This is an optimization exercise on Yosys and OpenROAD, whose aim is small area, a short achievable clock period and few clock cycles per item, not a production implementation. RTL that was checked went through simulation tests only; none was proved equivalent to the original. Only the layout flow was run in run 2; the RTL was not checked for function there. Power figures rest on the tool's default switching activity, not on a simulated workload.

==> flow/design.v (outline; a module is shown in full before it is edited, if it fits) <==
// module dsp_block_mapping: 744 lines
module dsp_block_mapping #(
    parameter NUM_BANKS         = 8,
    parameter CACHE_LINES       = 16,
    parameter BLOCK_SIZE_BYTES  = 64,
    parameter ADDR_WIDTH        = 32,
    parameter BLOCK_ID_WIDTH    = 16
)(
    input  logic                         clk,
    input  logic                         rst_n,
    input  logic [1:0]                   map_mode,
    input  logic [47:0]                  sys_config,
    input  logic                         map_req_valid,
    input  logic [BLOCK_ID_WIDTH-1:0]    block_id,
    input  logic [ADDR_WIDTH-1:0]        base_addr,
    output logic                         map_ready,
    output logic [64:0]                  mapping_result,
    output logic                         map_result_valid,
    input  logic                         map_result_ready,
    output logic [31:0]                  bank_conflict_count,
    output logic [31:0]                  cache_miss_count
);
  // ...
==> flow/flow/run.sh <==
#!/bin/bash
# Own layout flow: the standard ORFS flow with three changes:
#  - synthesis runs without the generic ABC pass inside Yosys's synth command
#    (SYNTH_ARGS=-noabc), so full adders are extracted from the design's own
#    XOR/majority structure; the registers are the standard synthesis's;
#  - timing repair aims for extra setup slack at the design's clock period;
#  - the ports get plain buffers.
# Each tool's output goes to a log in this folder (ORFS's per-step logs stay
# under orfs/logs).
set -euo pipefail
export SYNTH_ARGS=-noabc
export SETUP_SLACK_MARGIN=40
export BUFFER_PORTS_ARGS="-buffer_cell sky130_fd_sc_hd__buf_2"
bash standard.sh > standard_flow.log 2>&1
==> flow/standard.sh <==
#!/bin/bash
# synth_recipe.tcl (not shown) runs the flow's synth.tcl, then flattens the netlist and writes it again
# the make line also repeats each setting of config.mk as NAME=value (left out here)
make -C /OpenROAD-flow-scripts/flow DESIGN_CONFIG=/design/flow/config.mk WORK_HOME=/design/flow/orfs CLKGATE_MAP_FILE= SYNTH_SCRIPT=/design/flow/synth_recipe.tcl "${@:-finish}"
==> flow/config.mk <==
export PLATFORM = sky130hd
export DESIGN_NAME = dsp_block_mapping
export DESIGN_NICKNAME = dsp_block_mapping
export VERILOG_FILES = /design/flow/design.v
export SDC_FILE = /design/flow/constraint.sdc
export NUM_CORES = 4
export LEC_CHECK = 0
export CAP_MARGIN = 20
export CORE_MARGIN = 2
export CORE_UTILIZATION = 65
export SLEW_MARGIN = 20
==> flow/constraint.sdc <==
create_clock -name core_clock -period 55.0 [get_ports {clk}]
set_input_delay 11.0000 -clock core_clock [delete_from_list [all_inputs] [get_ports {clk}]]
set_output_delay 11.0000 -clock core_clock [all_outputs]
set_load 0.01 [all_outputs]
==> flow_metrics.tcl, run 1 <==
set metrics [dict create \
    wl_per_cell_um 20.9 \
    num_rows 59 \
    r2r_setup_slack_ns 46.46 \
    post_cts_resized 1 \
    cts_tree "yes" \
    slowest_delay_ns 0.42 \
    final_common_cell "fa_1" \
    drtAntennaViolNets 0 \
    htree_levels 4 \
    start_util 0.662 \
    design_area_um2 18800 \
    wl_met3_um 3270 \
    placed_cell_area_um2 18100 \
    wl_met2_um 21200 \
    seq_power_uw 183 \
    rr_startpoint "g_q[0]" \
    worst_ep_required_time_ns 44.00 \
    topRoutingLayerUsed "met5" \
    bufAreaShareNonClock 0.0461 \
    track_usage 0.322 \
    status "finished clean" \
    hold_path_class "reg2reg" \
    seq_share 0.209 \
    fin_tns_setup_ns 0 \
    n_all_buffers 171 \
    crit_family "compound AO/OA/AOI/OAI gates" \
    synthTopCellsByCount "242 x fa_1, 189 x ha_1, 184 x and2_1" \
    setup_viol 0 \
    clkTransAtPathRegs_ns 0.08 \
    hold_buffers 0 \
    cp-end-kind "output port" \
    reg.largest.list "conf_q x32, sum_q x32, car_q x31" \
    io_buffers 167 \
    largest_cell_class "multi-input combinational cells" \
    area_delta_synth_final_pct 8.97 \
    grt_antenna_before_repair 4 \
    synthDistinctLibCells 84 \
]
Testbench counts, summed over its fixed seeds: cycles 25,902, items 12,000.
==> run 2: changes to the inputs <==
--- a/flow/design.v
+++ b/flow/design.v
@@ -583,18 +583,18 @@
         bs_pow2 = bs_onehot_any[15] & ~bs_onehot_many[15];
         q_pow2 = '0;
         for (int s = 0; s < 16; s++) begin
             if (bs[s]) q_pow2 = q_pow2 | 3'((block_id >> s) & 16'd7);
         end
     end
     assign q_small_ok = {1'b0, block_id[15:1]} < bs;    
     assign q_small    = block_id >= bs;
-    assign fast_ok    = bs_pow2 | q_small_ok;
-    assign fast_q     = bs_pow2 ? q_pow2 : {2'b00, q_small};
+    assign fast_ok    = bs_pow2;
+    assign fast_q     = q_pow2;
     logic [GW-1:0] g0;
     logic [15:0]   r_init;
     always_comb begin
         g0     = '0;
         r_init = block_id >> DIV_ROWS;
         for (int g = 1; g < NGRP; g++) begin
             if ((bs >> (16 - DIV_ROWS*g)) == 16'd0) begin
                 g0     = GW'(g);
==> flow_metrics.tcl, run 2 <==
set metrics [dict create \
    status "finished clean" \
    routed_via_density 6.10 \
    core_um2 25200 \
    fmax_ghz 0.0674 \
    avgSynthCellArea_um2 10.7 \
    worst-endpoint-arrival_ns 3.83 \
    synth_top_area_share 0.291 \
    ioPinCount 233 \
    ys_seq_elements 180 \
    clock_path_buffers 2 \
    vdd_drop_max_mv 0.0534 \
    grt_pass1_wl_um 67100 \
    swShare 0.478 \
    busiest_layer "met2" \
    drtAntennaViolNets 0 \
    drive_above_1_share 0.144 \
    cp-startpoint "line_q[0]" \
    most-common-layout-cells "260 x and2_1, 242 x fa_1, 167 x buf_2" \
    timing.final.ws_setup_ns 40.17 \
    yosys-top-cells-area "fa_1 29%, dfxtp_1 14%, and2_1 9.8%, ha_1 9.5%, dfrtp_1 8.9%" \
    p_int_uw 573 \
    cts_buffers 17 \
    start_util 0.661 \
    rr_worst_depth 30 \
    maxSlewViolCount 0 \
    p_per_area_nw_per_um2 60.6 \
    worst_ep_required_time_ns 44.00 \
    yosysTopAreaCell "fa_1" \
    seqCellArea_um2 3930 \
    synth_cells 1552 \
    cp_common_cell "a21o_1" \
    start_kind "flip-flop" \
    fin_tns_setup_ns 0 \
    use_met2 0.536 \
    die_h_um 164 \
    multiInputGateArea_um2 12100 \
    crit_family "compound AO/OA/AOI/OAI gates" \
    seq_power_share 0.177 \
    grt_max_degree 60 \
    num_rows 58 \
    clk-insertion-delay-late_ns 0.45 \
    cp-end-kind "output port" \
    htree_levels 4 \
    finalCritPeriodShare 0.270 \
    synth.most_common_cell "and2_1" \
    rsz0062_at_grt "no" \
    area_delta_synth_final_pct 9.04 \
    crit_type "reg2out" \
    dr.first_iter.drc_count 803 \
    fp.dieW_um 164 \
    vias 12300 \
    path_buf_inv 1 \
    p_leak_nw 8.58 \
    grt_overflow 0 \
    ys_seq_area_frac 0.236 \
    r2r_end "r_q[15]" \
    worst_slew_pin_slew_ns 0.783 \
    dp_hpwl_um 31500 \
    setup_viol 0 \
    fillerInstances 1866 \
    grt_pass1_vias 12500 \
    hold_path_class "reg2reg" \
    yosys_most_used_dff "dfxtp_1" \
    cts_root_buffer "clkbuf_16" \
    synthTopCellsByCount "260 x and2_1, 242 x fa_1, 126 x ha_1" \
    crit_chain "ha_1 > fa_1 > a21o_1 > a21o_1 > a2111oi_4 > o21a_2 > o41a_1 > o21ai_2 > o31a_1 > nor4_1 > a311oi_1 > buf_2" \
    power_frac_comb 0.703 \
    cap_violations 0 \
    drt-pass1-iter-count 7 \
    grtUsageMet1 0.451 \
    reg.largest.list "conf_q x32, sum_q x32, car_q x31" \
    fin_nets 2134 \
    cts_tree "yes" \
    whs_ns 0.465 \
    dp_slack_ns 39.98 \
    slew_headroom 0.478 \
    use_met3 0.0487 \
    final_common_cell "and2_1" \
    slowest_delay_ns 0.41 \
    wl_per_cell_um 20.9 \
    final.setup_skew_ns 0.0169 \
    setup.worst_path.end "mapping_result[32]" \
    io_buffers 167 \
    switchingPower_uw 526 \
    synth_warnings 2 \
    cp_slowest_cell "dfxtp_2" \
    fp.dieArea_um2 26900 \
    routed_wl_um 42000 \
    r2r_setup_slack_ns 46.31 \
    clkTransAtPathRegs_ns 0.09 \
    p_clk_frac 0.120 \
    clock_sinks 180 \
    hold_viol 0 \
    postSynth.asyncResetShare 0.328 \
    gp_congestion 0.893 \
    cp.depth 12 \
    synth_edf_count 3 \
    track_usage 0.329 \
    drc_errors 0 \
    synthDistinctLibCells 78 \
    grt_antenna_before_repair 1 \
    rr_startpoint "g_q[0]" \
    fin_crit_ns 14.83 \
    crit_fanout 12 \
    syn_area_um2 16600 \
]
-- run 2: cell types whose count changed after synthesis, sizes merged, moves of 10 or more --
cell,delta
nor2,-45
and2,+76
clkbuf,+19
a22oi,-10
nor3,+11
a21oi,-10
inv,-27
ha,-63
-- run 2: kinds of logic after synthesis --
kind of cell             after synthesis  share of synthesized area
XOR/XNOR                              64                     0.0337
flip-flops                           180                      0.236
adder cells (fa/ha/maj)              369                      0.386
AND/OR/NAND/NOR                      503                      0.175
AO/OA/AOI/OAI                        235                     0.0979
buffers and inverters                161                     0.0458
multiplexers                          39                     0.0253
other                                  1                   0.000225
-- run 2: worst min path at each step --
stage	from	to	depth (start not counted)
finish	conf_q[31]	conf_q[31]	1
global route	conf_q[31]	conf_q[31]	1
CTS	conf_q[31]	conf_q[31]	1
detailed placement	seen_q[8]	seen_q[8]	2
global placement	seen_q[8]	seen_q[8]	2
floorplan	have_last_q	have_last_q	1
-- run 2: worst register-to-register path: cells and delay by family, from the launching register on --
family	cells	cell delay (ns)
adder cells (fa/ha/maj)	4	1.29
AND/OR/NAND/NOR	5	1.77
buffers and inverters	1	0.26
flip-flops	1	0.62
multiplexers	3	1.05
AO/OA/AOI/OAI	17	3.62
-- run 2: routing by layer --
layer	routed length [um]	vias to the layer above	part of all wire
li1	-	5436	-
met1	17600	6197	0.42
met2	20200	524	0.48
met3	2890	91	0.069
met4	1360	2	0.032
met5	13	-	0.00031
-- run 2: per-stage QoR --
step | area, um^2 | utilization | power, mW | std cells
after detailed placement | 17500 | 0.694 | 0.950 | 1973
final | 18100 | 0.721 | 1.10 | 2008
after global placement | 17500 | 0.694 | 0.934 | 1973
after global routing | 18100 | 0.721 | 1.20 | 2007
after floorplan | 16800 | - | 0.762 | 1587
after CTS | 18100 | 0.720 | 1.10 | 2006
-- run 2: power by group through the flow --
stage / Combinational [mW] / Clock [mW] / Sequential, mW
6_report: 0.773 / 0.132 / 0.195
5_1_grt: 0.861 / 0.139 / 0.198
4_1_cts: 0.769 / 0.133 / 0.194
3_5_place_dp: 0.754 / 0 / 0.197
3_3_place_gp: 0.739 / 0 / 0.196
2_1_floorplan: 0.571 / 0 / 0.191
-- run 2: layout make-up --
type / count / share of cell area
Antenna cell: 1 / 0.000138
Clock buffer: 17 / 0.0234
Clock inverter: 15 / 0.0117
Inverter: 45 / 0.00931
Multi-Input combinational cell: 1246 / 0.667
Sequential cell: 180 / 0.217
Tap cell: 330 / 0.0227
Timing Repair Buffer: 174 / 0.0489
-- run 2: repair_timing --
| item | 4_1_cts | 5_1_grt |
|---|---|---|
| endpoints found under the setup margin | 14 | 3 |
| hold buffers | 0 | 0 |
| resized for setup | 5 | 2 |
| pin swaps | 1 | 2 |
| buffers inserted | 1 | 1 |

-- static timing again, ports no longer ideal --
In the flow no input, the clock included, has a driving cell. The finished layouts below were timed again as built, in two steps. Step 1, drivers: a clkbuf_16 drives clk and a buf_2 each remaining input, both assumed. Step 2 also shifts input and output timing later by t, the mid clock arrival at the registers, as if the neighbouring blocks saw the same clock. Three values: ideal, step 1, step 2; two values: the first two.
run | shift t [ns] | slack for setup (ns) | worst setup path at the end | latest minus earliest clock arrival (ns) | slew at the worst register clock pin (ns)
run 1 | 0.494 | 40.328 / 40.275 / 39.901 | input to register | 0.015 / 0.015 | 0.09 / 0.09
run 2 | 0.492 | 40.167 / 40.117 / 40.159 | input to register | 0.021 / 0.021 | 0.09 / 0.09
After both steps every run listed still meets setup and hold. The setup slack of run 1, which loses most, moves by -0.053 ns with the drivers and by -0.427 ns with both steps.
